Context: an optimization exercise on an open-source flow, tuned for small area. The choices shown serve that exercise and are no tape-out recipe. At most, simulation tests tie the RTL to the original design; equivalence was not proved.

==> run Y <==
==> flow/design.v (excerpt) <==
module AVS(
	clk,
	rst,
	rx,
	led_data,
	servo_out,
	hexout0,
	hexout1,
	hexout2,
	hexout3,
	knight
	);
clock: 20.0 ns
lec_check: 0
cap_margin: 20
core_margin: 2
core_utilization: 40
place_density: 0.6
slew_margin: 20
standard.sh (not shown) runs the stock make flow with config.mk's settings and CLKGATE_MAP_FILE= SYNTH_SCRIPT=/design/flow/synth_recipe.tcl, a recipe that flattens the netlist after the stock synthesis.
==> flow/flow/run.sh <==
#!/bin/bash
# Standard ORFS layout, with an area-oriented re-mapping of the logic after
# floorplan, a leaner clock tree (no dummy loads, clkbuf_4 below a clkbuf_8 root) and the
# smallest buffer on the ports. standard.sh's output goes to standard.log.
set -euo pipefail
cd "$(dirname "$0")/.."
export POST_FLOORPLAN_TCL="$PWD/flow/restructure.tcl"
export CTS_ARGS="-sink_clustering_enable -repair_clock_nets -dont_use_dummy_load -buf_list sky130_fd_sc_hd__clkbuf_4 -root_buf sky130_fd_sc_hd__clkbuf_8"
export BUFFER_PORTS_ARGS="-buffer_cell sky130_fd_sc_hd__buf_1"
bash standard.sh > standard.log 2>&1
==> flow/flow/restructure.tcl <==
# Area-oriented re-mapping of the combinational logic (registers untouched),
# run at the end of floorplan, before placement. ABC maps onto a copy of the
# library without the platform's don't-use cells.
set wd $::env(OBJECTS_DIR)/restructure
file mkdir $wd
set lib $wd/mapping.lib
set in [open [lindex $::env(LIB_FILES) 0] r]
set out [open $lib w]
set skip 0
set depth 0
while {[gets $in line] >= 0} {
  if {!$skip && [regexp {^\s*cell\s*\(\s*"?([^")]+)"?\s*\)} $line -> name]} {
    foreach pat $::env(DONT_USE_CELLS) {
      if {[string match $pat $name]} { set skip 1; set depth 0; break }
    }
  }
  if {$skip} {
    incr depth [expr {[regexp -all {\{} $line] - [regexp -all {\}} $line]}]
    if {$depth <= 0 && [regexp {\}} $line]} { set skip 0 }
    continue
  }
  puts $out $line
}
close $in
close $out

report_design_area
for {set i 0} {$i < 2} {incr i} {
  restructure -liberty_file $lib -target area \
    -tielo_port sky130_fd_sc_hd__conb_1/LO -tiehi_port sky130_fd_sc_hd__conb_1/HI \
    -work_dir $wd
  # give this pass's tie cells names the next pass will not reuse
  foreach inst [[ord::get_db_block] getInsts] {
    if {[string match rmp_const_* [$inst getName]]} { $inst rename "tie${i}_[$inst getName]" }
  }
  report_design_area
}
# remove cells (tie cells included) left driving nothing
set removed 1
while {$removed} {
  set removed 0
  foreach inst [[ord::get_db_block] getInsts] {
    set m [$inst getMaster]
    if {[$m isSequential] || [$m getType] ne "CORE"} continue
    set used 0
    set outs {}
    foreach it [$inst getITerms] {
      if {![$it isOutputSignal]} continue
      set n [$it getNet]
      if {$n eq "NULL"} continue
      lappend outs $n
      if {[llength [$n getITerms]] > 1 || [llength [$n getBTerms]] > 0} { set used 1 }
    }
    if {!$used} {
      odb::dbInst_destroy $inst
      foreach n $outs { odb::dbNet_destroy $n }
      incr removed
    }
  }
}
report_design_area
# every net with a load must still have a driver
foreach net [[ord::get_db_block] getNets] {
  if {[$net getSigType] ne "SIGNAL"} continue
  set drv 0; set ld 0
  foreach it [$net getITerms] { if {[$it isOutputSignal]} { incr drv } else { incr ld } }
  foreach bt [$net getBTerms] { if {[$bt getIoType] eq "INPUT"} { incr drv } else { incr ld } }
  if {$ld > 0 && $drv == 0} { error "restructure left net [$net getName] without a driver" }
}
==> run G (differences from run Y) <==
--- a/flow/design.v
+++ b/flow/design.v
@@ -129,13 +129,13 @@
 		assign dps[k] = sv_s;
 	end endgenerate
 	integer i;
 	always @(posedge clk)
 		for (i = 0; i < 6; i = i + 1)
-			begin
-				ph[i] <= rst ? 4'h8 : ({4{w[i]}} & dph[i]) | ({4{~w[i]}} & ph[i]);
-				ps[i] <= rst | (w[i] & dps[i]) | (~w[i] & ps[i]);
+			if (rst | w[i]) begin
+				ph[i] <= rst ? 4'h8 : dph[i];
+				ps[i] <= rst | dps[i];
 			end
 	reg [8:0]	pre;
 	reg [11:0]	fc;
 	reg [3:0]	lh [0:5];	 
 	reg [5:0]	ls;
==> run Z (differences from run Y) <==
--- a/flow/design.v
+++ b/flow/design.v
@@ -129,13 +129,13 @@
 		assign dps[k] = sv_s;
 	end endgenerate
 	integer i;
 	always @(posedge clk)
 		for (i = 0; i < 6; i = i + 1)
-			begin
-				ph[i] <= rst ? 4'h8 : ({4{w[i]}} & dph[i]) | ({4{~w[i]}} & ph[i]);
-				ps[i] <= rst | (w[i] & dps[i]) | (~w[i] & ps[i]);
+			if (rst | w[i]) begin
+				ph[i] <= rst ? 4'h8 : dph[i];
+				ps[i] <= rst | dps[i];
 			end
 	reg [8:0]	pre;
 	reg [11:0]	fc;
 	reg [3:0]	lh [0:5];	 
 	reg [5:0]	ls;
CORE_UTILIZATION = 60   (was 40)
PLACE_DENSITY = 0.75   (was 0.6)
==> run C (differences from run Y) <==
--- a/flow/design.v
+++ b/flow/design.v
@@ -129,13 +129,13 @@
 		assign dps[k] = sv_s;
 	end endgenerate
 	integer i;
 	always @(posedge clk)
 		for (i = 0; i < 6; i = i + 1)
-			begin
-				ph[i] <= rst ? 4'h8 : ({4{w[i]}} & dph[i]) | ({4{~w[i]}} & ph[i]);
-				ps[i] <= rst | (w[i] & dps[i]) | (~w[i] & ps[i]);
+			if (rst | w[i]) begin
+				ph[i] <= rst ? 4'h8 : dph[i];
+				ps[i] <= rst | dps[i];
 			end
 	reg [8:0]	pre;
 	reg [11:0]	fc;
 	reg [3:0]	lh [0:5];	 
 	reg [5:0]	ls;
@@ -182,22 +182,21 @@
 		endcase
 	assign hexout0 = hexdisp;
 	assign hexout1 = hexdisp;
 	assign hexout2 = hexdisp;
 	assign hexout3 = hexdisp;
-	localparam [22:0] K_END = 23'h413053;
 	reg [22:0]	kcount;
 	reg [3:0]	pos;
-	wire k_end = kcount == K_END;
-	wire [22:0] k_nx = {kcount[21:0], ~(kcount[22] ^ kcount[17])};
+	wire k_end = kcount[22] & kcount[19] & kcount[18] & kcount[14] &
+	             kcount[11] & kcount[9] & kcount[8] & kcount[6];
 	always @(posedge clk)
 		if (rst) begin
 			kcount <= 23'd0;
 			pos <= 4'd8;
-		end else if (en) begin
-			kcount <= k_end ? 23'd0 : k_nx;
-			pos <= pos + {3'd0, k_end};
+		end else begin
+			kcount <= (en & k_end) ? 23'd0 : kcount + {22'd0, en};
+			pos <= pos + {3'd0, en & k_end};
 		end
 	assign knight[0] = (pos == 4'd0);
 	assign knight[1] = (pos == 4'd0) | (pos == 4'd1) | (pos == 4'd15);
 	assign knight[2] = (pos == 4'd1) | (pos == 4'd2) | (pos == 4'd14) | (pos == 4'd15);
 	assign knight[3] = (pos == 4'd2) | (pos == 4'd3) | (pos == 4'd13) | (pos == 4'd14);
==> flow/flow/run.sh (replaced) <==
#!/bin/bash
# Standard ORFS layout with a leaner clock tree (no dummy loads, fewer and
# smaller clock buffers) and the smallest buffer on the ports.
set -euo pipefail
cd "$(dirname "$0")/.."
export CTS_ARGS="-sink_clustering_enable -repair_clock_nets -dont_use_dummy_load -buf_list sky130_fd_sc_hd__clkbuf_8 -sink_clustering_size 30 -sink_clustering_max_diameter 100"
export BUFFER_PORTS_ARGS="-buffer_cell sky130_fd_sc_hd__buf_1"
bash standard.sh > flow/../standard.log 2>&1
removed: flow/flow/restructure.tcl
==> summary.txt <==
- In sequential cell count, run Y and run Z do not differ.
- Between run Y and run Z, the lower worst setup slack is in run Z (gap 0.69 ns).
- Cell area, highest first: run C, run G, run Y, run Z.
- Against run Z, the utilization of run G is lower by 20 points.
- The highest sequential share of layout area belongs to run Z, the lowest to run C.
- Against run C, the die area of run Z is lower by 32%.
The RTL of run Y was laid out without a check of its function.

[static timing again, ports no longer ideal]
In the flow no input, the clock included, has a driving cell. The finished layouts below were timed again as built, in two steps. Step 1 (the two cells are an assumption about what drives the block):
set clk [get_ports {clk}]
set_driving_cell -lib_cell sky130_fd_sc_hd__clkbuf_16 $clk
set_driving_cell -lib_cell sky130_fd_sc_hd__buf_2 [delete_from_list [all_inputs] $clk]
Step 2 times the ports against the registers' clock, not the clock port: input delays grow and output delays shrink by t, the midpoint of the rising clock arrivals with the driver on. a / b / c = ideal / step 1 / step 2; a / b = the first two.
run	shift t [ns]	setup slack, ns	worst slew at a driven data input, ns	pins driven straight from the clock port
run Y	0.432	13.909 / 13.874 / 14.307	0.03	1
run G	0.422	13.165 / 13.132 / 13.554	0.03	1
run Z	0.424	13.214 / 13.179 / 13.604	0.03	1
run C	0.456	13.825 / 13.791 / 14.246	0.03	1
After both steps every run listed still meets setup and hold.
